Context: an optimization exercise on an open-source flow, tuned for small area, a short achievable clock period and few clock cycles per item. The choices shown serve that exercise and are no tape-out recipe.
In this exercise RTL edits were held to simulation tests only and were not proved equivalent to the original.
No activity file was given, so power comes from the tool's default toggle rates.

`flow/design.v`:
```
module alu
  #(
    parameter IN_WL = 15,
    parameter OUT_WL = 16
    )
  (
    input wire rstb,
    input wire clk_i,
    input wire in_valid,                  
    output wire in_ready,                 
    input wire [1:0] cmd,                 
    input wire [IN_WL-1:0] a,             
    input wire [IN_WL-1:0] b,             
    output logic out_valid,               
    output logic [OUT_WL-1:0] r           
  );
  assign in_ready = 1'b1;
  logic mul1;
  logic as2;
  logic sub3;
  logic dv4;
  logic e1_5;
  logic e2_6;
  logic ng_7;
  logic pp8;
  logic pp9;
  logic pp10;
  logic pp11;
  logic pp12;
  logic pp13;
  logic pp14;
  logic pp15;
  logic pp16;
  logic pp17;
  logic pp18;
  logic pp19;
  logic pp20;
  logic pp21;
  logic pp22;
  logic pp23;
  logic e1_24;
  logic e2_25;
  logic ng_26;
  logic pp27;
  logic pp28;
  logic pp29;
  logic pp30;
  logic pp31;
  logic pp32;
  logic pp33;
  logic pp34;
  logic pp35;
  logic pp36;
  logic pp37;
  logic pp38;
  logic pp39;
  logic pp40;
  logic e1_41;
  logic e2_42;
  logic ng_43;
  logic pp44;
  logic pp45;
  logic pp46;
  logic pp47;
  logic pp48;
  logic pp49;
  logic pp50;
  logic pp51;
  logic pp52;
  logic pp53;
  logic pp54;
  logic pp55;
  logic e1_56;
  logic e2_57;
  logic ng_58;
  logic pp59;
  logic pp60;
  logic pp61;
  logic pp62;
  logic pp63;
  logic pp64;
  logic pp65;
  logic pp66;
  logic pp67;
  logic pp68;
  logic e1_69;
  logic e2_70;
  logic ng_71;
  logic pp72;
  logic pp73;
  logic pp74;
  logic pp75;
  logic pp76;
  logic pp77;
  logic pp78;
  logic pp79;
  logic e1_80;
  logic e2_81;
  logic ng_82;
  logic pp83;
  logic pp84;
  logic pp85;
  logic pp86;
  logic pp87;
  logic pp88;
  logic e1_89;
  logic e2_90;
  logic ng_91;
  logic pp92;
  logic pp93;
  logic pp94;
  logic pp95;
  logic e1_96;
  logic e2_97;
  logic pp98;
  logic pp99;
  logic bz100;
  logic sh101;
  logic sh102;
  logic sh103;
  logic sh104;
  logic sh105;
  logic sh106;
  logic sh107;
  logic sh108;
  logic sh109;
  logic sh110;
  logic sh111;
  logic sh112;
  logic sh113;
  logic sh114;
  logic sh115;
  logic sh116;
  logic sh117;
  logic sh118;
  logic sh119;
  logic sh120;
  logic sh121;
  logic sh122;
  logic sh123;
  logic sh124;
  logic sh125;
  logic sh126;
  logic sh127;
  logic sh128;
  logic sh129;
  logic sh130;
  logic sh131;
  logic sh132;
  logic sh133;
  logic sh134;
  logic sh135;
  logic sh136;
  logic sh137;
  logic sh138;
  logic sh139;
  logic sh140;
  logic sh141;
  logic sh142;
  logic sh143;
  logic sh144;
  logic sh145;
  logic sh146;
  logic sh147;
  logic sh148;
  logic sh149;
  logic sh150;
  logic sh151;
  logic sh152;
  logic sh153;
  logic sh154;
  logic sh155;
  logic sh156;
  logic sh157;
  logic sh158;
  logic sh159;
  logic sh160;
  logic y161;
  logic y162;
  logic y163;
  logic y164;
  logic y165;
  logic y166;
  logic y167;
  logic y168;
  logic y169;
  logic y170;
  logic y171;
  logic y172;
  logic y173;
  logic y174;
  logic y175;
  logic y176;
  logic s177;
  logic c178;
  logic s179;
  logic c180;
  logic s181;
  logic c182;
  logic s183;
  logic c184;
  logic s185;
  logic c186;
  logic s187;
  logic c188;
  logic s189;
  logic c190;
  logic s191;
  logic c192;
  logic s193;
  logic c194;
  logic s195;
  logic c196;
  logic s197;
  logic c198;
  logic s199;
  logic c200;
  logic s201;
  logic c202;
  logic s203;
  logic c204;
  logic s205;
  logic c206;
  logic s207;
  logic s208;
  logic s209;
  logic s210;
  logic c211;
  logic s212;
  logic c213;
  logic s214;
  logic c215;
  logic s216;
  logic c217;
  logic s218;
  logic c219;
  logic s220;
  logic c221;
  logic s222;
  logic c223;
  logic s224;
  logic c225;
  logic s226;
  logic c227;
  logic s228;
  logic c229;
  logic s230;
  logic c231;
  logic s232;
  logic c233;
  logic s234;
  logic c235;
  logic s236;
  logic c237;
  logic s238;
  logic c239;
  logic s240;
  logic c241;
  logic s242;
  logic c243;
  logic s244;
  logic c245;
  logic s246;
  logic c247;
  logic s248;
  logic c249;
  logic s250;
  logic s251;
  logic s252;
  logic c253;
  logic s254;
  logic c255;
  logic s256;
  logic c257;
  logic s258;
  logic c259;
  logic s260;
  logic c261;
  logic s262;
  logic c263;
  logic s264;
  logic c265;
  logic s266;
  logic c267;
  logic s268;
  logic c269;
  logic s270;
  logic c271;
  logic s272;
  logic c273;
  logic s274;
  logic c275;
  logic s276;
  logic c277;
  logic s278;
  logic c279;
  logic s280;
  logic s281;
  logic c282;
  logic s283;
  logic c284;
  logic s285;
  logic c286;
  logic s287;
  logic c288;
  logic s289;
  logic c290;
  logic s291;
  logic c292;
  logic s293;
  logic c294;
  logic s295;
  logic c296;
  logic s297;
  logic c298;
  logic s299;
  logic c300;
  logic s301;
  logic c302;
  logic s303;
  logic c304;
  logic s305;
  logic c306;
  logic s307;
  logic c308;
  logic s309;
  logic c310;
  logic s311;
  logic e1_5_q1;
  logic a_0_q1;
  logic ng_7_q1;
  logic a_1_q1;
  logic e2_6_q1;
  logic a_2_q1;
  logic a_3_q1;
  logic a_4_q1;
  logic a_5_q1;
  logic a_6_q1;
  logic a_7_q1;
  logic a_8_q1;
  logic a_9_q1;
  logic a_10_q1;
  logic a_11_q1;
  logic a_12_q1;
  logic a_13_q1;
  logic a_14_q1;
  logic as2_q1;
  logic e1_24_q1;
  logic ng_26_q1;
  logic e2_25_q1;
  logic e1_41_q1;
  logic ng_43_q1;
  logic e2_42_q1;
  logic e1_56_q1;
  logic ng_58_q1;
  logic e2_57_q1;
  logic e1_69_q1;
  logic ng_71_q1;
  logic e2_70_q1;
  logic e1_80_q1;
  logic ng_82_q1;
  logic e2_81_q1;
  logic e1_89_q1;
  logic ng_91_q1;
  logic e2_90_q1;
  logic e1_96_q1;
  logic e2_97_q1;
  logic y169_q1;
  logic y170_q1;
  logic y171_q1;
  logic y172_q1;
  logic y173_q1;
  logic y174_q1;
  logic y175_q1;
  logic y176_q1;
  logic y165_q1;
  logic y166_q1;
  logic y167_q1;
  logic y168_q1;
  logic y163_q1;
  logic y164_q1;
  logic s252_q1;
  logic y161_q1;
  logic c253_q1;
  logic y162_q1;
  logic c269_q2;
  logic s232_q2;
  logic s270_q2;
  logic s236_q2;
  logic c271_q2;
  logic s272_q2;
  logic s240_q2;
  logic c273_q2;
  logic s274_q2;
  logic s244_q2;
  logic c275_q2;
  logic s276_q2;
  logic s248_q2;
  logic c277_q2;
  logic s278_q2;
  logic s251_q2;
  logic c279_q2;
  logic s280_q2;
  logic s281_q2;
  logic c282_q2;
  logic c284_q2;
  logic c286_q2;
  logic c288_q2;
  logic c290_q2;
  logic c292_q2;
  logic c294_q2;
  logic c296_q2;
  logic c298_q2;
  logic c300_q2;
  logic c302_q2;
  logic pp8_q2;
  logic s283_q2;
  logic s285_q2;
  logic s287_q2;
  logic s289_q2;
  logic s291_q2;
  logic s293_q2;
  logic s295_q2;
  logic s297_q2;
  logic s299_q2;
  assign mul1 = cmd[1] & ~cmd[0];
  assign as2 = ~cmd[1];
  assign sub3 = ~cmd[1] & cmd[0];
  assign dv4 = cmd[1] & cmd[0];
  assign e1_5 = ((mul1 & (b[0] ^ 1'b0)) | as2);
  assign e2_6 = (mul1 & ((b[1] & ~b[0] & ~1'b0) | (~b[1] & b[0] & 1'b0)));
  assign ng_7 = (mul1 & b[1]);
  assign pp8 = ((e1_5_q1 & a_0_q1) ^ ng_7_q1);
  assign pp9 = (((e1_5_q1 & a_1_q1) | (e2_6_q1 & a_0_q1)) ^ ng_7_q1);
  assign pp10 = (((e1_5_q1 & a_2_q1) | (e2_6_q1 & a_1_q1)) ^ ng_7_q1);
  assign pp11 = (((e1_5_q1 & a_3_q1) | (e2_6_q1 & a_2_q1)) ^ ng_7_q1);
  assign pp12 = (((e1_5_q1 & a_4_q1) | (e2_6_q1 & a_3_q1)) ^ ng_7_q1);
  assign pp13 = (((e1_5_q1 & a_5_q1) | (e2_6_q1 & a_4_q1)) ^ ng_7_q1);
  assign pp14 = (((e1_5_q1 & a_6_q1) | (e2_6_q1 & a_5_q1)) ^ ng_7_q1);
  assign pp15 = (((e1_5_q1 & a_7_q1) | (e2_6_q1 & a_6_q1)) ^ ng_7_q1);
  assign pp16 = (((e1_5_q1 & a_8_q1) | (e2_6_q1 & a_7_q1)) ^ ng_7_q1);
  assign pp17 = (((e1_5_q1 & a_9_q1) | (e2_6_q1 & a_8_q1)) ^ ng_7_q1);
  assign pp18 = (((e1_5_q1 & a_10_q1) | (e2_6_q1 & a_9_q1)) ^ ng_7_q1);
  assign pp19 = (((e1_5_q1 & a_11_q1) | (e2_6_q1 & a_10_q1)) ^ ng_7_q1);
  assign pp20 = (((e1_5_q1 & a_12_q1) | (e2_6_q1 & a_11_q1)) ^ ng_7_q1);
  assign pp21 = (((e1_5_q1 & a_13_q1) | (e2_6_q1 & a_12_q1)) ^ ng_7_q1);
  assign pp22 = (((e1_5_q1 & a_14_q1) | (e2_6_q1 & a_13_q1)) ^ ng_7_q1);
  assign pp23 = (((e2_6_q1 | as2_q1) & a_14_q1) ^ ng_7_q1);
  assign e1_24 = (mul1 & (b[2] ^ b[1]));
  assign e2_25 = (mul1 & ((b[3] & ~b[2] & ~b[1]) | (~b[3] & b[2] & b[1])));
  assign ng_26 = (mul1 & b[3]);
  assign pp27 = ((e1_24_q1 & a_0_q1) ^ ng_26_q1);
  assign pp28 = (((e1_24_q1 & a_1_q1) | (e2_25_q1 & a_0_q1)) ^ ng_26_q1);
  assign pp29 = (((e1_24_q1 & a_2_q1) | (e2_25_q1 & a_1_q1)) ^ ng_26_q1);
  assign pp30 = (((e1_24_q1 & a_3_q1) | (e2_25_q1 & a_2_q1)) ^ ng_26_q1);
  assign pp31 = (((e1_24_q1 & a_4_q1) | (e2_25_q1 & a_3_q1)) ^ ng_26_q1);
  assign pp32 = (((e1_24_q1 & a_5_q1) | (e2_25_q1 & a_4_q1)) ^ ng_26_q1);
  assign pp33 = (((e1_24_q1 & a_6_q1) | (e2_25_q1 & a_5_q1)) ^ ng_26_q1);
  assign pp34 = (((e1_24_q1 & a_7_q1) | (e2_25_q1 & a_6_q1)) ^ ng_26_q1);
  assign pp35 = (((e1_24_q1 & a_8_q1) | (e2_25_q1 & a_7_q1)) ^ ng_26_q1);
  assign pp36 = (((e1_24_q1 & a_9_q1) | (e2_25_q1 & a_8_q1)) ^ ng_26_q1);
  assign pp37 = (((e1_24_q1 & a_10_q1) | (e2_25_q1 & a_9_q1)) ^ ng_26_q1);
  assign pp38 = (((e1_24_q1 & a_11_q1) | (e2_25_q1 & a_10_q1)) ^ ng_26_q1);
  assign pp39 = (((e1_24_q1 & a_12_q1) | (e2_25_q1 & a_11_q1)) ^ ng_26_q1);
  assign pp40 = (((e1_24_q1 & a_13_q1) | (e2_25_q1 & a_12_q1)) ^ ng_26_q1);
  assign e1_41 = (mul1 & (b[4] ^ b[3]));
  assign e2_42 = (mul1 & ((b[5] & ~b[4] & ~b[3]) | (~b[5] & b[4] & b[3])));
  assign ng_43 = (mul1 & b[5]);
  assign pp44 = ((e1_41_q1 & a_0_q1) ^ ng_43_q1);
  assign pp45 = (((e1_41_q1 & a_1_q1) | (e2_42_q1 & a_0_q1)) ^ ng_43_q1);
  assign pp46 = (((e1_41_q1 & a_2_q1) | (e2_42_q1 & a_1_q1)) ^ ng_43_q1);
  assign pp47 = (((e1_41_q1 & a_3_q1) | (e2_42_q1 & a_2_q1)) ^ ng_43_q1);
  assign pp48 = (((e1_41_q1 & a_4_q1) | (e2_42_q1 & a_3_q1)) ^ ng_43_q1);
  assign pp49 = (((e1_41_q1 & a_5_q1) | (e2_42_q1 & a_4_q1)) ^ ng_43_q1);
  assign pp50 = (((e1_41_q1 & a_6_q1) | (e2_42_q1 & a_5_q1)) ^ ng_43_q1);
  assign pp51 = (((e1_41_q1 & a_7_q1) | (e2_42_q1 & a_6_q1)) ^ ng_43_q1);
  assign pp52 = (((e1_41_q1 & a_8_q1) | (e2_42_q1 & a_7_q1)) ^ ng_43_q1);
  assign pp53 = (((e1_41_q1 & a_9_q1) | (e2_42_q1 & a_8_q1)) ^ ng_43_q1);
  assign pp54 = (((e1_41_q1 & a_10_q1) | (e2_42_q1 & a_9_q1)) ^ ng_43_q1);
  assign pp55 = (((e1_41_q1 & a_11_q1) | (e2_42_q1 & a_10_q1)) ^ ng_43_q1);
  assign e1_56 = (mul1 & (b[6] ^ b[5]));
  assign e2_57 = (mul1 & ((b[7] & ~b[6] & ~b[5]) | (~b[7] & b[6] & b[5])));
  assign ng_58 = (mul1 & b[7]);
  assign pp59 = ((e1_56_q1 & a_0_q1) ^ ng_58_q1);
  assign pp60 = (((e1_56_q1 & a_1_q1) | (e2_57_q1 & a_0_q1)) ^ ng_58_q1);
  assign pp61 = (((e1_56_q1 & a_2_q1) | (e2_57_q1 & a_1_q1)) ^ ng_58_q1);
  assign pp62 = (((e1_56_q1 & a_3_q1) | (e2_57_q1 & a_2_q1)) ^ ng_58_q1);
  assign pp63 = (((e1_56_q1 & a_4_q1) | (e2_57_q1 & a_3_q1)) ^ ng_58_q1);
  assign pp64 = (((e1_56_q1 & a_5_q1) | (e2_57_q1 & a_4_q1)) ^ ng_58_q1);
  assign pp65 = (((e1_56_q1 & a_6_q1) | (e2_57_q1 & a_5_q1)) ^ ng_58_q1);
  assign pp66 = (((e1_56_q1 & a_7_q1) | (e2_57_q1 & a_6_q1)) ^ ng_58_q1);
  assign pp67 = (((e1_56_q1 & a_8_q1) | (e2_57_q1 & a_7_q1)) ^ ng_58_q1);
  assign pp68 = (((e1_56_q1 & a_9_q1) | (e2_57_q1 & a_8_q1)) ^ ng_58_q1);
  assign e1_69 = (mul1 & (b[8] ^ b[7]));
  assign e2_70 = (mul1 & ((b[9] & ~b[8] & ~b[7]) | (~b[9] & b[8] & b[7])));
  assign ng_71 = (mul1 & b[9]);
  assign pp72 = ((e1_69_q1 & a_0_q1) ^ ng_71_q1);
  assign pp73 = (((e1_69_q1 & a_1_q1) | (e2_70_q1 & a_0_q1)) ^ ng_71_q1);
  assign pp74 = (((e1_69_q1 & a_2_q1) | (e2_70_q1 & a_1_q1)) ^ ng_71_q1);
  assign pp75 = (((e1_69_q1 & a_3_q1) | (e2_70_q1 & a_2_q1)) ^ ng_71_q1);
  assign pp76 = (((e1_69_q1 & a_4_q1) | (e2_70_q1 & a_3_q1)) ^ ng_71_q1);
  assign pp77 = (((e1_69_q1 & a_5_q1) | (e2_70_q1 & a_4_q1)) ^ ng_71_q1);
  assign pp78 = (((e1_69_q1 & a_6_q1) | (e2_70_q1 & a_5_q1)) ^ ng_71_q1);
  assign pp79 = (((e1_69_q1 & a_7_q1) | (e2_70_q1 & a_6_q1)) ^ ng_71_q1);
  assign e1_80 = (mul1 & (b[10] ^ b[9]));
  assign e2_81 = (mul1 & ((b[11] & ~b[10] & ~b[9]) | (~b[11] & b[10] & b[9])));
  assign ng_82 = (mul1 & b[11]);
  assign pp83 = ((e1_80_q1 & a_0_q1) ^ ng_82_q1);
  assign pp84 = (((e1_80_q1 & a_1_q1) | (e2_81_q1 & a_0_q1)) ^ ng_82_q1);
  assign pp85 = (((e1_80_q1 & a_2_q1) | (e2_81_q1 & a_1_q1)) ^ ng_82_q1);
  assign pp86 = (((e1_80_q1 & a_3_q1) | (e2_81_q1 & a_2_q1)) ^ ng_82_q1);
  assign pp87 = (((e1_80_q1 & a_4_q1) | (e2_81_q1 & a_3_q1)) ^ ng_82_q1);
  assign pp88 = (((e1_80_q1 & a_5_q1) | (e2_81_q1 & a_4_q1)) ^ ng_82_q1);
  assign e1_89 = (mul1 & (b[12] ^ b[11]));
  assign e2_90 = (mul1 & ((b[13] & ~b[12] & ~b[11]) | (~b[13] & b[12] & b[11])));
  assign ng_91 = (mul1 & b[13]);
  assign pp92 = ((e1_89_q1 & a_0_q1) ^ ng_91_q1);
  assign pp93 = (((e1_89_q1 & a_1_q1) | (e2_90_q1 & a_0_q1)) ^ ng_91_q1);
  assign pp94 = (((e1_89_q1 & a_2_q1) | (e2_90_q1 & a_1_q1)) ^ ng_91_q1);
  assign pp95 = (((e1_89_q1 & a_3_q1) | (e2_90_q1 & a_2_q1)) ^ ng_91_q1);
  assign e1_96 = (mul1 & (b[14] ^ b[13]));
  assign e2_97 = (mul1 & ((1'b0 & ~b[14] & ~b[13]) | (~1'b0 & b[14] & b[13])));
  assign pp98 = ((e1_96_q1 & a_0_q1));
  assign pp99 = (((e1_96_q1 & a_1_q1) | (e2_97_q1 & a_0_q1)));
  assign bz100 = ~(b[4] | b[5] | b[6] | b[7] | b[8] | b[9] | b[10] | b[11] | b[12] | b[13] | b[14]);
  assign sh101 = (b[0] ? a[1] : a[0]);
  assign sh102 = (b[0] ? a[2] : a[1]);
  assign sh103 = (b[0] ? a[3] : a[2]);
  assign sh104 = (b[0] ? a[4] : a[3]);
  assign sh105 = (b[0] ? a[5] : a[4]);
  assign sh106 = (b[0] ? a[6] : a[5]);
  assign sh107 = (b[0] ? a[7] : a[6]);
  assign sh108 = (b[0] ? a[8] : a[7]);
  assign sh109 = (b[0] ? a[9] : a[8]);
  assign sh110 = (b[0] ? a[10] : a[9]);
  assign sh111 = (b[0] ? a[11] : a[10]);
  assign sh112 = (b[0] ? a[12] : a[11]);
  assign sh113 = (b[0] ? a[13] : a[12]);
  assign sh114 = (b[0] ? a[14] : a[13]);
  assign sh115 = (~b[0] & a[14]);
  assign sh116 = (b[1] ? sh103 : sh101);
  assign sh117 = (b[1] ? sh104 : sh102);
  assign sh118 = (b[1] ? sh105 : sh103);
  assign sh119 = (b[1] ? sh106 : sh104);
  assign sh120 = (b[1] ? sh107 : sh105);
  assign sh121 = (b[1] ? sh108 : sh106);
  assign sh122 = (b[1] ? sh109 : sh107);
  assign sh123 = (b[1] ? sh110 : sh108);
  assign sh124 = (b[1] ? sh111 : sh109);
  assign sh125 = (b[1] ? sh112 : sh110);
  assign sh126 = (b[1] ? sh113 : sh111);
  assign sh127 = (b[1] ? sh114 : sh112);
  assign sh128 = (b[1] ? sh115 : sh113);
  assign sh129 = (~b[1] & sh114);
  assign sh130 = (~b[1] & sh115);
  assign sh131 = (b[2] ? sh120 : sh116);
  assign sh132 = (b[2] ? sh121 : sh117);
  assign sh133 = (b[2] ? sh122 : sh118);
  assign sh134 = (b[2] ? sh123 : sh119);
  assign sh135 = (b[2] ? sh124 : sh120);
  assign sh136 = (b[2] ? sh125 : sh121);
  assign sh137 = (b[2] ? sh126 : sh122);
  assign sh138 = (b[2] ? sh127 : sh123);
  assign sh139 = (b[2] ? sh128 : sh124);
  assign sh140 = (b[2] ? sh129 : sh125);
  assign sh141 = (b[2] ? sh130 : sh126);
  assign sh142 = (~b[2] & sh127);
  assign sh143 = (~b[2] & sh128);
  assign sh144 = (~b[2] & sh129);
  assign sh145 = (~b[2] & sh130);
  assign sh146 = (b[3] ? sh139 : sh131);
  assign sh147 = (b[3] ? sh140 : sh132);
  assign sh148 = (b[3] ? sh141 : sh133);
  assign sh149 = (b[3] ? sh142 : sh134);
  assign sh150 = (b[3] ? sh143 : sh135);
  assign sh151 = (b[3] ? sh144 : sh136);
  assign sh152 = (b[3] ? sh145 : sh137);
  assign sh153 = (~b[3] & sh138);
  assign sh154 = (~b[3] & sh139);
  assign sh155 = (~b[3] & sh140);
  assign sh156 = (~b[3] & sh141);
  assign sh157 = (~b[3] & sh142);
  assign sh158 = (~b[3] & sh143);
  assign sh159 = (~b[3] & sh144);
  assign sh160 = (~b[3] & sh145);
  assign y161 = ((as2 & (b[0] ^ cmd[0])) | (dv4 & sh146 & bz100));
  assign y162 = ((as2 & (b[1] ^ cmd[0])) | (dv4 & sh147 & bz100));
  assign y163 = ((as2 & (b[2] ^ cmd[0])) | (dv4 & sh148 & bz100));
  assign y164 = ((as2 & (b[3] ^ cmd[0])) | (dv4 & sh149 & bz100));
  assign y165 = ((as2 & (b[4] ^ cmd[0])) | (dv4 & sh150 & bz100));
  assign y166 = ((as2 & (b[5] ^ cmd[0])) | (dv4 & sh151 & bz100));
  assign y167 = ((as2 & (b[6] ^ cmd[0])) | (dv4 & sh152 & bz100));
  assign y168 = ((as2 & (b[7] ^ cmd[0])) | (dv4 & sh153 & bz100));
  assign y169 = ((as2 & (b[8] ^ cmd[0])) | (dv4 & sh154 & bz100));
  assign y170 = ((as2 & (b[9] ^ cmd[0])) | (dv4 & sh155 & bz100));
  assign y171 = ((as2 & (b[10] ^ cmd[0])) | (dv4 & sh156 & bz100));
  assign y172 = ((as2 & (b[11] ^ cmd[0])) | (dv4 & sh157 & bz100));
  assign y173 = ((as2 & (b[12] ^ cmd[0])) | (dv4 & sh158 & bz100));
  assign y174 = ((as2 & (b[13] ^ cmd[0])) | (dv4 & sh159 & bz100));
  assign y175 = ((as2 & (b[14] ^ cmd[0])) | (dv4 & sh160 & bz100));
  assign y176 = (as2 & (b[14] ^ cmd[0]));
  assign s177 = ng_71_q1 ^ y169_q1;
  assign c178 = ng_71_q1 & y169_q1;
  assign s179 = y170_q1 ^ pp17;
  assign c180 = y170_q1 & pp17;
  assign s181 = ng_82_q1 ^ y171_q1 ^ pp83;
  assign c182 = (ng_82_q1 & y171_q1) | (ng_82_q1 & pp83) | (y171_q1 & pp83);
  assign s183 = pp18 ^ pp35;
  assign c184 = pp18 & pp35;
  assign s185 = y172_q1 ^ pp19 ^ pp36;
  assign c186 = (y172_q1 & pp19) | (y172_q1 & pp36) | (pp19 & pp36);
  assign s187 = pp51 ^ pp64;
  assign c188 = pp51 & pp64;
  assign s189 = ng_91_q1 ^ y173_q1 ^ pp92;
  assign c190 = (ng_91_q1 & y173_q1) | (ng_91_q1 & pp92) | (y173_q1 & pp92);
  assign s191 = pp20 ^ pp37 ^ pp52;
  assign c192 = (pp20 & pp37) | (pp20 & pp52) | (pp37 & pp52);
  assign s193 = pp65 ^ pp76;
  assign c194 = pp65 & pp76;
  assign s195 = y174_q1 ^ pp21 ^ pp38;
  assign c196 = (y174_q1 & pp21) | (y174_q1 & pp38) | (pp21 & pp38);
  assign s197 = pp53 ^ pp66 ^ pp77;
  assign c198 = (pp53 & pp66) | (pp53 & pp77) | (pp66 & pp77);
  assign s199 = pp86 ^ pp93;
  assign c200 = pp86 & pp93;
  assign s201 = y175_q1 ^ pp98 ^ pp22;
  assign c202 = (y175_q1 & pp98) | (y175_q1 & pp22) | (pp98 & pp22);
  assign s203 = pp39 ^ pp54 ^ pp67;
  assign c204 = (pp39 & pp54) | (pp39 & pp67) | (pp54 & pp67);
  assign s205 = pp78 ^ pp87 ^ pp94;
  assign c206 = (pp78 & pp87) | (pp78 & pp94) | (pp87 & pp94);
  assign s207 = y176_q1 ^ pp23 ^ pp40;
  assign s208 = pp55 ^ pp68 ^ pp79;
  assign s209 = pp88 ^ pp95 ^ pp99;
  assign s210 = ng_43_q1 ^ y165_q1;
  assign c211 = ng_43_q1 & y165_q1;
  assign s212 = y166_q1 ^ pp13;
  assign c213 = y166_q1 & pp13;
  assign s214 = ng_58_q1 ^ y167_q1 ^ pp59;
  assign c215 = (ng_58_q1 & y167_q1) | (ng_58_q1 & pp59) | (y167_q1 & pp59);
  assign s216 = pp14 ^ pp31;
  assign c217 = pp14 & pp31;
  assign s218 = y168_q1 ^ pp15 ^ pp32;
  assign c219 = (y168_q1 & pp15) | (y168_q1 & pp32) | (pp15 & pp32);
  assign s220 = pp47 ^ pp60;
  assign c221 = pp47 & pp60;
  assign s222 = pp72 ^ pp16 ^ pp33;
  assign c223 = (pp72 & pp16) | (pp72 & pp33) | (pp16 & pp33);
  assign s224 = pp48 ^ pp61 ^ s177;
  assign c225 = (pp48 & pp61) | (pp48 & s177) | (pp61 & s177);
  assign s226 = pp34 ^ pp49 ^ pp62;
  assign c227 = (pp34 & pp49) | (pp34 & pp62) | (pp49 & pp62);
  assign s228 = pp73 ^ c178 ^ s179;
  assign c229 = (pp73 & c178) | (pp73 & s179) | (c178 & s179);
  assign s230 = pp50 ^ pp63 ^ pp74;
  assign c231 = (pp50 & pp63) | (pp50 & pp74) | (pp63 & pp74);
  assign s232 = c180 ^ s183 ^ s181;
  assign c233 = (c180 & s183) | (c180 & s181) | (s183 & s181);
  assign s234 = pp75 ^ pp84 ^ c184;
  assign c235 = (pp75 & pp84) | (pp75 & c184) | (pp84 & c184);
  assign s236 = s187 ^ c182 ^ s185;
  assign c237 = (s187 & c182) | (s187 & s185) | (c182 & s185);
  assign s238 = pp85 ^ c188 ^ s193;
  assign c239 = (pp85 & c188) | (pp85 & s193) | (c188 & s193);
  assign s240 = c186 ^ s189 ^ s191;
  assign c241 = (c186 & s189) | (c186 & s191) | (s189 & s191);
  assign s242 = c194 ^ s199 ^ c190;
  assign c243 = (c194 & s199) | (c194 & c190) | (s199 & c190);
  assign s244 = c192 ^ s195 ^ s197;
  assign c245 = (c192 & s195) | (c192 & s197) | (s195 & s197);
  assign s246 = c200 ^ c196 ^ c198;
  assign c247 = (c200 & c196) | (c200 & c198) | (c196 & c198);
  assign s248 = s201 ^ s203 ^ s205;
  assign c249 = (s201 & s203) | (s201 & s205) | (s203 & s205);
  assign s250 = c202 ^ c204 ^ c206;
  assign s251 = s207 ^ s208 ^ s209;
  assign s252 = sub3 ^ ng_7;
  assign c253 = sub3 & ng_7;
  assign s254 = ng_26_q1 ^ y163_q1;
  assign c255 = ng_26_q1 & y163_q1;
  assign s256 = y164_q1 ^ pp11;
  assign c257 = y164_q1 & pp11;
  assign s258 = pp44 ^ pp12 ^ pp29;
  assign c259 = (pp44 & pp12) | (pp44 & pp29) | (pp12 & pp29);
  assign s260 = pp30 ^ pp45 ^ c211;
  assign c261 = (pp30 & pp45) | (pp30 & c211) | (pp45 & c211);
  assign s262 = pp46 ^ c213 ^ s216;
  assign c263 = (pp46 & c213) | (pp46 & s216) | (c213 & s216);
  assign s264 = c217 ^ s220 ^ c215;
  assign c265 = (c217 & s220) | (c217 & c215) | (s220 & c215);
  assign s266 = c221 ^ c219 ^ s222;
  assign c267 = (c221 & c219) | (c221 & s222) | (c219 & s222);
  assign s268 = c223 ^ s226 ^ c225;
  assign c269 = (c223 & s226) | (c223 & c225) | (s226 & c225);
  assign s270 = c227 ^ s230 ^ c229;
  assign c271 = (c227 & s230) | (c227 & c229) | (s230 & c229);
  assign s272 = c231 ^ s234 ^ c233;
  assign c273 = (c231 & s234) | (c231 & c233) | (s234 & c233);
  assign s274 = c235 ^ s238 ^ c237;
  assign c275 = (c235 & s238) | (c235 & c237) | (s238 & c237);
  assign s276 = c239 ^ s242 ^ c241;
  assign c277 = (c239 & s242) | (c239 & c241) | (s242 & c241);
  assign s278 = c243 ^ c245 ^ s246;
  assign c279 = (c243 & c245) | (c243 & s246) | (c245 & s246);
  assign s280 = c247 ^ c249 ^ s250;
  assign s281 = s252_q1 ^ y161_q1;
  assign c282 = s252_q1 & y161_q1;
  assign s283 = c253_q1 ^ y162_q1 ^ pp9;
  assign c284 = (c253_q1 & y162_q1) | (c253_q1 & pp9) | (y162_q1 & pp9);
  assign s285 = pp27 ^ pp10 ^ s254;
  assign c286 = (pp27 & pp10) | (pp27 & s254) | (pp10 & s254);
  assign s287 = pp28 ^ c255 ^ s256;
  assign c288 = (pp28 & c255) | (pp28 & s256) | (c255 & s256);
  assign s289 = s210 ^ c257 ^ s258;
  assign c290 = (s210 & c257) | (s210 & s258) | (c257 & s258);
  assign s291 = s212 ^ c259 ^ s260;
  assign c292 = (s212 & c259) | (s212 & s260) | (c259 & s260);
  assign s293 = c261 ^ s214 ^ s262;
  assign c294 = (c261 & s214) | (c261 & s262) | (s214 & s262);
  assign s295 = s218 ^ c263 ^ s264;
  assign c296 = (s218 & c263) | (s218 & s264) | (c263 & s264);
  assign s297 = s224 ^ c265 ^ s266;
  assign c298 = (s224 & c265) | (s224 & s266) | (c265 & s266);
  assign s299 = s228 ^ c267 ^ s268;
  assign c300 = (s228 & c267) | (s228 & s268) | (c267 & s268);
  assign s301 = c269_q2 ^ s232_q2 ^ s270_q2;
  assign c302 = (c269 & s232) | (c269 & s270) | (s232 & s270);
  assign s303 = s236_q2 ^ c271_q2 ^ s272_q2;
  assign c304 = (s236_q2 & c271_q2) | (s236_q2 & s272_q2) | (c271_q2 & s272_q2);
  assign s305 = s240_q2 ^ c273_q2 ^ s274_q2;
  assign c306 = (s240_q2 & c273_q2) | (s240_q2 & s274_q2) | (c273_q2 & s274_q2);
  assign s307 = s244_q2 ^ c275_q2 ^ s276_q2;
  assign c308 = (s244_q2 & c275_q2) | (s244_q2 & s276_q2) | (c275_q2 & s276_q2);
  assign s309 = s248_q2 ^ c277_q2 ^ s278_q2;
  assign c310 = (s248_q2 & c277_q2) | (s248_q2 & s278_q2) | (c277_q2 & s278_q2);
  assign s311 = s251_q2 ^ c279_q2 ^ s280_q2;
  always_ff @(posedge clk_i) begin
    e1_5_q1 <= e1_5;
    a_0_q1 <= a[0];
    ng_7_q1 <= ng_7;
    a_1_q1 <= a[1];
    e2_6_q1 <= e2_6;
    a_2_q1 <= a[2];
    a_3_q1 <= a[3];
    a_4_q1 <= a[4];
    a_5_q1 <= a[5];
    a_6_q1 <= a[6];
    a_7_q1 <= a[7];
    a_8_q1 <= a[8];
    a_9_q1 <= a[9];
    a_10_q1 <= a[10];
    a_11_q1 <= a[11];
    a_12_q1 <= a[12];
    a_13_q1 <= a[13];
    a_14_q1 <= a[14];
    as2_q1 <= as2;
    e1_24_q1 <= e1_24;
    ng_26_q1 <= ng_26;
    e2_25_q1 <= e2_25;
    e1_41_q1 <= e1_41;
    ng_43_q1 <= ng_43;
    e2_42_q1 <= e2_42;
    e1_56_q1 <= e1_56;
    ng_58_q1 <= ng_58;
    e2_57_q1 <= e2_57;
    e1_69_q1 <= e1_69;
    ng_71_q1 <= ng_71;
    e2_70_q1 <= e2_70;
    e1_80_q1 <= e1_80;
    ng_82_q1 <= ng_82;
    e2_81_q1 <= e2_81;
    e1_89_q1 <= e1_89;
    ng_91_q1 <= ng_91;
    e2_90_q1 <= e2_90;
    e1_96_q1 <= e1_96;
    e2_97_q1 <= e2_97;
    y169_q1 <= y169;
    y170_q1 <= y170;
    y171_q1 <= y171;
    y172_q1 <= y172;
    y173_q1 <= y173;
    y174_q1 <= y174;
    y175_q1 <= y175;
    y176_q1 <= y176;
    y165_q1 <= y165;
    y166_q1 <= y166;
    y167_q1 <= y167;
    y168_q1 <= y168;
    y163_q1 <= y163;
    y164_q1 <= y164;
    s252_q1 <= s252;
    y161_q1 <= y161;
    c253_q1 <= c253;
    y162_q1 <= y162;
    c269_q2 <= c269;
    s232_q2 <= s232;
    s270_q2 <= s270;
    s236_q2 <= s236;
    c271_q2 <= c271;
    s272_q2 <= s272;
    s240_q2 <= s240;
    c273_q2 <= c273;
    s274_q2 <= s274;
    s244_q2 <= s244;
    c275_q2 <= c275;
    s276_q2 <= s276;
    s248_q2 <= s248;
    c277_q2 <= c277;
    s278_q2 <= s278;
    s251_q2 <= s251;
    c279_q2 <= c279;
    s280_q2 <= s280;
    s281_q2 <= s281;
    c282_q2 <= c282;
    c284_q2 <= c284;
    c286_q2 <= c286;
    c288_q2 <= c288;
    c290_q2 <= c290;
    c292_q2 <= c292;
    c294_q2 <= c294;
    c296_q2 <= c296;
    c298_q2 <= c298;
    c300_q2 <= c300;
    c302_q2 <= c302;
    pp8_q2 <= pp8;
    s283_q2 <= s283;
    s285_q2 <= s285;
    s287_q2 <= s287;
    s289_q2 <= s289;
    s291_q2 <= s291;
    s293_q2 <= s293;
    s295_q2 <= s295;
    s297_q2 <= s297;
    s299_q2 <= s299;
  end
  logic [15:0] sum_x, sum_y;
  assign sum_x = {c310, c308, c306, c304, c302_q2, c300_q2, c298_q2, c296_q2, c294_q2, c292_q2, c290_q2, c288_q2, c286_q2, c284_q2, c282_q2, s281_q2};
  assign sum_y = {s311, s309, s307, s305, s303, s301, s299_q2, s297_q2, s295_q2, s293_q2, s291_q2, s289_q2, s287_q2, s285_q2, s283_q2, pp8_q2};
  logic [1:0] vld;
  always_ff @(posedge clk_i) begin
    if (!rstb) begin
      vld <= '0;
      out_valid <= 1'b0;
    end else begin
      vld <= {vld, in_valid};
      out_valid <= vld[1];
    end
    r <= sum_x + sum_y;
  end
endmodule
```
`flow/constraint.sdc`:
```
create_clock -name core_clock -period 6.5 [get_ports {clk_i}]
set_input_delay 1.3000 -clock core_clock [delete_from_list [all_inputs] [get_ports {clk_i}]]
set_output_delay 1.3000 -clock core_clock [all_outputs]
set_load 0.01 [all_outputs]
```
`flow/flow/run.sh`:
```
#!/bin/bash
# The standard layout (standard.sh: standard synthesis, floorplan, place, CTS, route),
# with one change: timing repair only resizes gates, removes buffers and swaps pins
# (SETUP_MOVE_SEQUENCE), so it does not add buffers or clone gates.
# make's full output goes to flow_make.log here; each ORFS step keeps its own log under orfs/logs.
set -euo pipefail
bash standard.sh SETUP_MOVE_SEQUENCE=unbuffer,sizeup,swap finish > flow_make.log 2>&1
```
`flow/standard.sh`:
```
#!/bin/bash
# synth_recipe.tcl (not shown) runs the flow's synth.tcl, then flattens the netlist and writes it again
# the make line also repeats each setting of config.mk as NAME=value (left out here)
make -C /OpenROAD-flow-scripts/flow DESIGN_CONFIG=/design/flow/config.mk WORK_HOME=/design/flow/orfs CLKGATE_MAP_FILE= SYNTH_SCRIPT=/design/flow/synth_recipe.tcl "${@:-finish}"
```
`flow/config.mk`:
```
export PLATFORM = sky130hd
export DESIGN_NAME = alu
export DESIGN_NICKNAME = alu
export VERILOG_FILES = /design/flow/design.v
export SDC_FILE = /design/flow/constraint.sdc
export NUM_CORES = 4
export LEC_CHECK = 0
export CAP_MARGIN = 0
export CORE_MARGIN = 2
export CORE_UTILIZATION = 40
export CTS_BUF_LIST = sky130_fd_sc_hd__clkbuf_4
export PLACE_DENSITY = 0.6
export SETUP_SLACK_MARGIN = 4.3
export SLEW_MARGIN = 0
export TNS_END_PERCENT = 0
```
==> tab_implementation.tex <==
\begin{tabular}{lr}
\hline
Metric & Value \\
\hline
\multicolumn{2}{l}{\textbf{Global routing}} \\
Most congested layer reported by global routing & met2 \\
Met1 track demand over resource & between 20\% and 30\% \\
Wire length of the first global-routing pass & $\sim$25000 um \\
Number of antenna violations at the first check in global routing & 0 \\
Global routing usage on met2 & about 28\% \\
Number of global-route vias before repair & 4950 \\
Global-route usage over all layers & 17.5\% \\
Global route overflow & 0 \\
Pin count of the biggest net entering global routing & 24 \\
Met3 Use GR & $\sim$3.8\% \\
\multicolumn{2}{l}{\textbf{Yosys}} \\
Library cell occupying the most area in the post-synthesis netlist & sky130\_fd\_sc\_hd\_\_dfxtp\_1 \\
Proportion of netlist area held by the largest area contributor & 33.3\% \\
\#FFs+latches synth & 116 \\
Count of flip-flops with a built-in enable after synthesis & 0 \\
Combined area of all synthesized cells & 6980 um\^{}2 \\
Library cell with the highest instance count after synthesis & sky130\_fd\_sc\_hd\_\_dfxtp\_1 \\
Largest cells by area after synthesis & sky130\_fd\_sc\_hd\_\_dfxtp\_1 33\%, sky130\_fd\_sc\_hd\_\_fa\_1 13\%, sky130\_fd\_sc\_hd\_\_xnor2\_1 11\%, sky130\_fd\_sc\_hd\_\_a22oi\_1 7.2\%, sky130\_fd\_sc\_hd\_\_ha\_1 5.4\% \\
Most used DFF post-synth & sky130\_fd\_sc\_hd\_\_dfxtp\_1 \\
Post-synthesis net count & 785 \\
Post-Syn Area per Cell & 10.4 um\^{}2 \\
Sequential fraction of the synthesis area & $\sim$33\% \\
Yosys warning count & 1 \\
Share of flip-flops with an asynchronous set or reset & 0\% \\
Post-synthesis cell type count & 59 \\
Synth Instances & 673 \\
Leading cell types by count after synthesis & 116 x sky130\_fd\_sc\_hd\_\_dfxtp\_1, 87 x sky130\_fd\_sc\_hd\_\_xnor2\_1, 67 x sky130\_fd\_sc\_hd\_\_a22oi\_1 \\
\multicolumn{2}{l}{\textbf{Min path}} \\
Cells on Worst Hold Path & 1 \\
Destination of the worst hold path & out\_valid \\
Startpoint of the worst hold path & vld[1] \\
Worst hold path class & reg -> reg \\
\multicolumn{2}{l}{\textbf{Floorplanning}} \\
Starting density of the core & 40.6\% \\
Core Region & 17200 um\^{}2 \\
Chip Height & approximately 140 um \\
Ports & 53 \\
Width of the die & 136 um \\
DIE AREA & $\sim$19000 um\^{}2 \\
Number of standard-cell rows in the floorplan & 48 \\
\multicolumn{2}{l}{\textbf{Critical path}} \\
Arrival @ worst endpoint & $\sim$2900 ps \\
Crit end category & flip-flop \\
Worst-case register-to-register setup slack & 4160 ps \\
Worst reg2reg startpoint & e1\_5\_q1 \\
Crit Reg-Reg Endpoint & s297\_q2 \\
Type of element launching the critical path & input port \\
Largest fanout on the critical path & 7 \\
Data required time of the critical path & 6970 ps \\
Worst setup path class & in -> reg \\
Register-to-Register Path Depth & 5 \\
\multicolumn{2}{l}{\textbf{Routing}} \\
DRT Wirelength & 15200 um \\
Drt wl/cell & 16.2 um \\
First DRT Iteration DRCs & about 180 \\
Number of optimization iterations in the first detailed-route pass & 5 \\
Via count & 4829 \\
DRT antenna net count & 0 \\
Total DRC errors in the routed layout & 0 \\
Via density & about 5.2 \\
\multicolumn{2}{l}{\textbf{Power}} \\
Static leakage power & about 3.2 nW \\
Pwr dens & 329 nW/um\^{}2 \\
Worst voltage drop across the vdd grid & 0.173 mV \\
\multicolumn{2}{l}{\textbf{STA}} \\
Setup skew after layout & 12.0 ps \\
Period minus WS final & 2380 ps \\
Post-route setup TNS & 0 ps \\
Total setup violations reported at the end of the flow & 0 \\
Actual transition at the worst max-transition pin & 589 ps \\
Max Clock Freq & 421 MHz \\
Final Hold Viols & 0 \\
Final-report max-slew violation count & 0 \\
Period utilization & 36.6\% \\
Worst rel slew slack & 60.8\% \\
Setup repair after global routing missed its margin & yes \\
Final worst hold slack & 433 ps \\
\multicolumn{2}{l}{\textbf{Placement}} \\
Weighted congestion reported at the end of routability-driven placement & 0.976 \\
Post-Place Cell Area & 7540 um\^{}2 \\
Count of buffers inserted at the top-level ports & between 50 and 60 \\
Estimated wirelength of the detail-placed design & approximately 12000 um \\
\multicolumn{2}{l}{\textbf{Finish}} \\
Total number of nets in the final design & 808 \\
Number of diodes & 0 \\
Fillcell total & $\sim$1600 \\
Total non-filler cell area in the finished layout & 7940 um\^{}2 \\
Share of layout cells above drive strength 1 & between 10\% and 20\% \\
Largest register FFs & 16 \\
Registers with the most flip-flops & r x16, vld x2 \\
Largest reg by FF count & r \\
Area growth from synthesis to final layout & 13.8\% \\
\multicolumn{2}{l}{\textbf{CTS}} \\
CTS buffer count & 17 \\
\# hold bufs at CTS & 0 \\
Root cell of the clock tree & sky130\_fd\_sc\_hd\_\_clkbuf\_4 \\
CTS Buffer Depth & 2 \\
TritonCTS sink count & between 100 and 150 \\
Clock tree from TritonCTS & done \\
Worst-skew pair later-pin latency & between 500 and 600 ps \\
Number of setup buffers added after CTS & 0 \\
CTS H-Tree Depth & 4 \\
Clock-pin transition on the worst setup and hold timing paths & between 100 and 150 ps \\
\multicolumn{2}{l}{\textbf{Flow run}} \\
Max-capacitance violation count & 0 \\
\multicolumn{2}{l}{\textbf{Outcome}} \\
Result of the run & complete, no violations \\
\hline
\end{tabular}
layout by cell type (no fill, tap or decap), drive strengths merged, types with 10 or more instances in the layout:
| cell | Yosys | layout |
|---|---|---|
| a21oi | 27 | 27 |
| buf | 22 | 19 |
| and2 | 15 | 15 |
| a22oi | 67 | 67 |
| dfxtp | 116 | 116 |
| nor2 | 40 | 40 |
| ha | 30 | 30 |
| o21ai | 12 | 12 |
| clkbuf | 25 | 18 |
| mux4 | 13 | 13 |
| nand2 | 19 | 19 |
| xor2 | 33 | 33 |
| inv | 54 | 56 |
| o22ai | 10 | 10 |
| dlygate4sd2 | 0 | 24 |
| xnor2 | 87 | 87 |
| mux2i | 10 | 10 |
| fa | 47 | 47 |
power by group:
group	total, W	switching (W)	internal [W]
clock	0.000510	0.000280	0.000229
sequential	0.000959	0.0000833	0.000876
combinational	0.00114	0.000606	0.000532
total	0.00261	0.000970	0.00164
worst max-delay path by stage:
stage | startpoint | to | slack, ps | cells past startpoint
after floorplan | b[11] | y173_q1 | 3870 | 7
after global placement | b[0] | y162_q1 | 2740 | 5
after detailed placement | b[0] | y162_q1 | 2660 | 5
after CTS | r[13] | r[13] | 4170 | 1
after global routing | a_3_q1 | s299_q2 | 4100 | 5
final | b[11] | y173_q1 | 4120 | 6
metrics by stage:
stage          utilization, %  worst slack, ps  cells  power, W
2_1_floorplan               -             3870    673   0.00181
3_3_place_gp             43.9             2740    902   0.00210
3_5_place_dp             43.9             2660    902   0.00213
4_1_cts                  45.5             4170    934   0.00260
5_1_grt                  46.2             4100    934   0.00283
6_report                 46.2             4120    934   0.00261
layer usage:
layer | share of wire (%) | wire, um | up-vias
met5 | 0 | 0 | -
met4 | 2.4 | 363 | 0
met3 | 5.3 | 805 | 28
met2 | 47 | 7140 | 153
met1 | 45 | 6850 | 2319
li1 | - | - | 2329
layout make-up:
class | count | area (um^2) | area share (%)
multi-input combinational | 455 | 4370 | 55.1
timing repair buffer | 51 | 389 | 4.90
sequential | 116 | 2400 | 30.3
inverter | 55 | 206 | 2.60
tap | 225 | 282 | 3.55
clock inverter | 15 | 159 | 2.00
clock buffer | 17 | 128 | 1.61
repair_timing:
item	in CTS	in global routing
endpoints found under the setup margin	89	52
gates resized for setup	168	30
pin swaps	3	15
logic make-up after synthesis:
logic type / synth area share [%]
other: 0.0538
adder cells (fa/ha/maj): 19.0
XOR/XNOR: 15.1
flip-flops: 33.3
buffers and inverters: 6.26
AND/OR/NAND/NOR: 6.53
multiplexers: 6.12
AO/OA/AOI/OAI: 13.7
worst max-delay path: stages:
cell                            delay (ps)
sky130_fd_sc_hd__dlygate4sd2_1         350
sky130_fd_sc_hd__nor2_4                170
sky130_fd_sc_hd__nand3_2                90
sky130_fd_sc_hd__or4_4                 530
sky130_fd_sc_hd__or3_1                 340
sky130_fd_sc_hd__o21ai_2                60
Testbench counts, summed over its fixed seeds: cycles 16,016, items 16,000.

static timing again, ports no longer ideal:
Ports are ideal in the flow. The routed layout listed here was re-timed in OpenROAD. Step 1 assumes that a clkbuf_16 drives the clock port and a buf_2 every other input. Step 2 times the ports against the registers' clock, not the clock port: input delays grow and output delays shrink by t, the midpoint of the rising clock arrivals with the driver on. Three values: no drivers, after step 1, after step 2; two values: the first two.
t, ns: 0.561
setup WS [ns]: 4.122 / 4.138 / 3.577
cell pins on the clock port's net: 1
After both steps this run still meets setup and hold. For this run, drivers alone change the setup slack by +0.016 ns; drivers and shift together by -0.545 ns.
